Background: an optimization exercise with open tools, aiming at small area and a short achievable clock period. Do not read the settings as production practice.
Only simulation tests tie the RTL to the original design; equivalence was not proved.

==> flow/design.v (excerpt) <==
module bitcruncher_dp(
    input         clk,
    input         rst_n,
    input  [21:0] ctrl,             
    input  [15:0] MBR_in_memory,
    output [7:0]  MAR_out_memory,
    output [15:0] MBR_out_memory,
    output [7:0]  IR_out,
    output [3:0]  ALUflags
    );
    wire [21:0] Control_Signals = ctrl;
    wire [15:0] MBR_out;
    wire [15:0] BR_out;
    wire [15:0] ALU_out;
    wire [7:0]  PC_out;
    MAR u_MAR(
    .clk     ( clk     ),
    .rst_n   ( rst_n   ),
    .C5      ( Control_Signals[5]  ),
    .C10     ( Control_Signals[10] ),
    .MBR_out ( MBR_out ),
    .PC_out  ( PC_out  ),
    .MAR_out_memory ( MAR_out_memory )
    );
    MBR u_MBR(
    .clk           ( clk           ),
    .rst_n         ( rst_n         ),
    .C3            ( Control_Signals[3]  ),
    .C11           ( Control_Signals[11] ),
    .C12           ( Control_Signals[12] ),
    .ALU_out       ( ALU_out       ),
    .MBR_in_memory ( MBR_in_memory ),
  ...
clock: 40.0 ns
lec_check: 0
abc_area: 1
cap_margin: 20
core_margin: 2
core_utilization: 40
gpl_routability_driven: 0
slew_margin: 20
standard.sh (not shown) runs the stock make flow with config.mk's settings and CLKGATE_MAP_FILE= SYNTH_SCRIPT=/design/flow/synth_recipe.tcl, a recipe that flattens the netlist after the stock synthesis.
==> flow/flow/run.sh <==
#!/bin/bash
# The standard layout, with the standard synthesis, changed in two ways (the
# clock period and the constraints are the design's own):
#  - timing repair aims for 27 ns of setup slack instead of 0;
#  - after synthesis the delay cells (clkdlybuf4s*, dlygate*, dlymetal*) are
#    added to the platform's don't-use list, so the port buffers that
#    placement inserts are plain buffers instead of delay buffers.
# Each step's output goes to its own log.
set -euo pipefail
bash standard.sh synth > synth.log 2>&1
DONT_USE="sky130_fd_sc_hd__lpflow_bleeder_1 sky130_fd_sc_hd__lpflow_clkbufkapwr_1 sky130_fd_sc_hd__lpflow_clkbufkapwr_16 sky130_fd_sc_hd__lpflow_clkbufkapwr_2 sky130_fd_sc_hd__lpflow_clkbufkapwr_4 sky130_fd_sc_hd__lpflow_clkbufkapwr_8 sky130_fd_sc_hd__lpflow_clkinvkapwr_1 sky130_fd_sc_hd__lpflow_clkinvkapwr_16 sky130_fd_sc_hd__lpflow_clkinvkapwr_2 sky130_fd_sc_hd__lpflow_clkinvkapwr_4 sky130_fd_sc_hd__lpflow_clkinvkapwr_8 sky130_fd_sc_hd__lpflow_decapkapwr_12 sky130_fd_sc_hd__lpflow_decapkapwr_3 sky130_fd_sc_hd__lpflow_decapkapwr_4 sky130_fd_sc_hd__lpflow_decapkapwr_6 sky130_fd_sc_hd__lpflow_decapkapwr_8 sky130_fd_sc_hd__lpflow_inputiso0n_1 sky130_fd_sc_hd__lpflow_inputiso0p_1 sky130_fd_sc_hd__lpflow_inputiso1n_1 sky130_fd_sc_hd__lpflow_inputiso1p_1 sky130_fd_sc_hd__lpflow_inputisolatch_1 sky130_fd_sc_hd__lpflow_isobufsrc_1 sky130_fd_sc_hd__lpflow_isobufsrc_16 sky130_fd_sc_hd__lpflow_isobufsrc_2 sky130_fd_sc_hd__lpflow_isobufsrc_4 sky130_fd_sc_hd__lpflow_isobufsrc_8 sky130_fd_sc_hd__lpflow_isobufsrckapwr_16 sky130_fd_sc_hd__lpflow_lsbuf_lh_hl_isowell_tap_1 sky130_fd_sc_hd__lpflow_lsbuf_lh_hl_isowell_tap_2 sky130_fd_sc_hd__lpflow_lsbuf_lh_hl_isowell_tap_4 sky130_fd_sc_hd__lpflow_lsbuf_lh_isowell_4 sky130_fd_sc_hd__lpflow_lsbuf_lh_isowell_tap_1 sky130_fd_sc_hd__lpflow_lsbuf_lh_isowell_tap_2 sky130_fd_sc_hd__lpflow_lsbuf_lh_isowell_tap_4 sky130_fd_sc_hd__probe_p_8 sky130_fd_sc_hd__probec_p_8 sky130_fd_sc_hd__clkdlybuf4s15_1 sky130_fd_sc_hd__clkdlybuf4s15_2 sky130_fd_sc_hd__clkdlybuf4s18_1 sky130_fd_sc_hd__clkdlybuf4s18_2 sky130_fd_sc_hd__clkdlybuf4s25_1 sky130_fd_sc_hd__clkdlybuf4s25_2 sky130_fd_sc_hd__clkdlybuf4s50_1 sky130_fd_sc_hd__clkdlybuf4s50_2 sky130_fd_sc_hd__dlygate4sd1_1 sky130_fd_sc_hd__dlygate4sd2_1 sky130_fd_sc_hd__dlygate4sd3_1 sky130_fd_sc_hd__dlymetal6s2s_1 sky130_fd_sc_hd__dlymetal6s4s_1 sky130_fd_sc_hd__dlymetal6s6s_1 "
bash standard.sh SETUP_SLACK_MARGIN=27 "DONT_USE_CELLS=$DONT_USE" finish > layout.log 2>&1
Rerun with:
--- a/flow/flow/run.sh
+++ b/flow/flow/run.sh
@@ -4 +4,2 @@
-#  - timing repair aims for 27 ns of setup slack instead of 0;
+#  - timing repair aims for 27 ns of setup slack instead of 0 (31 ns in the
+#    repair before placement, which sees no wires yet);
@@ -11,0 +13 @@
+bash standard.sh SETUP_SLACK_MARGIN=31 "DONT_USE_CELLS=$DONT_USE" floorplan > floorplan.log 2>&1
GPL_ROUTABILITY_DRIVEN = default   (was 0)
Outcome: Via count barely changes. Flip-flop and latch count does not change. Setup slack gets better by 140 ps. Synthesized cell count is unchanged.

[static timing again, ports no longer ideal]
No port has a modelled driver above. Below, the same layouts with a new extraction and two added sets of constraints. Step 1 assumes that a clkbuf_16 drives the clock port and a buf_2 every other input. Step 2 times the ports against the registers' clock, not the clock port: input delays grow and output delays shrink by t, the midpoint of the rising clock arrivals with the driver on. a / b / c = ideal ports / drivers / drivers and shift; a / b = the first two.
run	t (ns)	slack for setup (ns)	worst setup path at the end	clock arrival spread, ns	worst data-port slew with drivers (ns)
the first run	0.413	27.478 / 27.503 / 27.090	input to register	0.009 / 0.010	0.05
the second run	0.428	27.615 / 27.615 / 27.283	input to register	0.019 / 0.019	0.06
After both steps setup and hold are still met in every run listed. For the first run, which loses most, drivers alone change the setup slack by +0.025 ns; drivers and shift together by -0.388 ns.
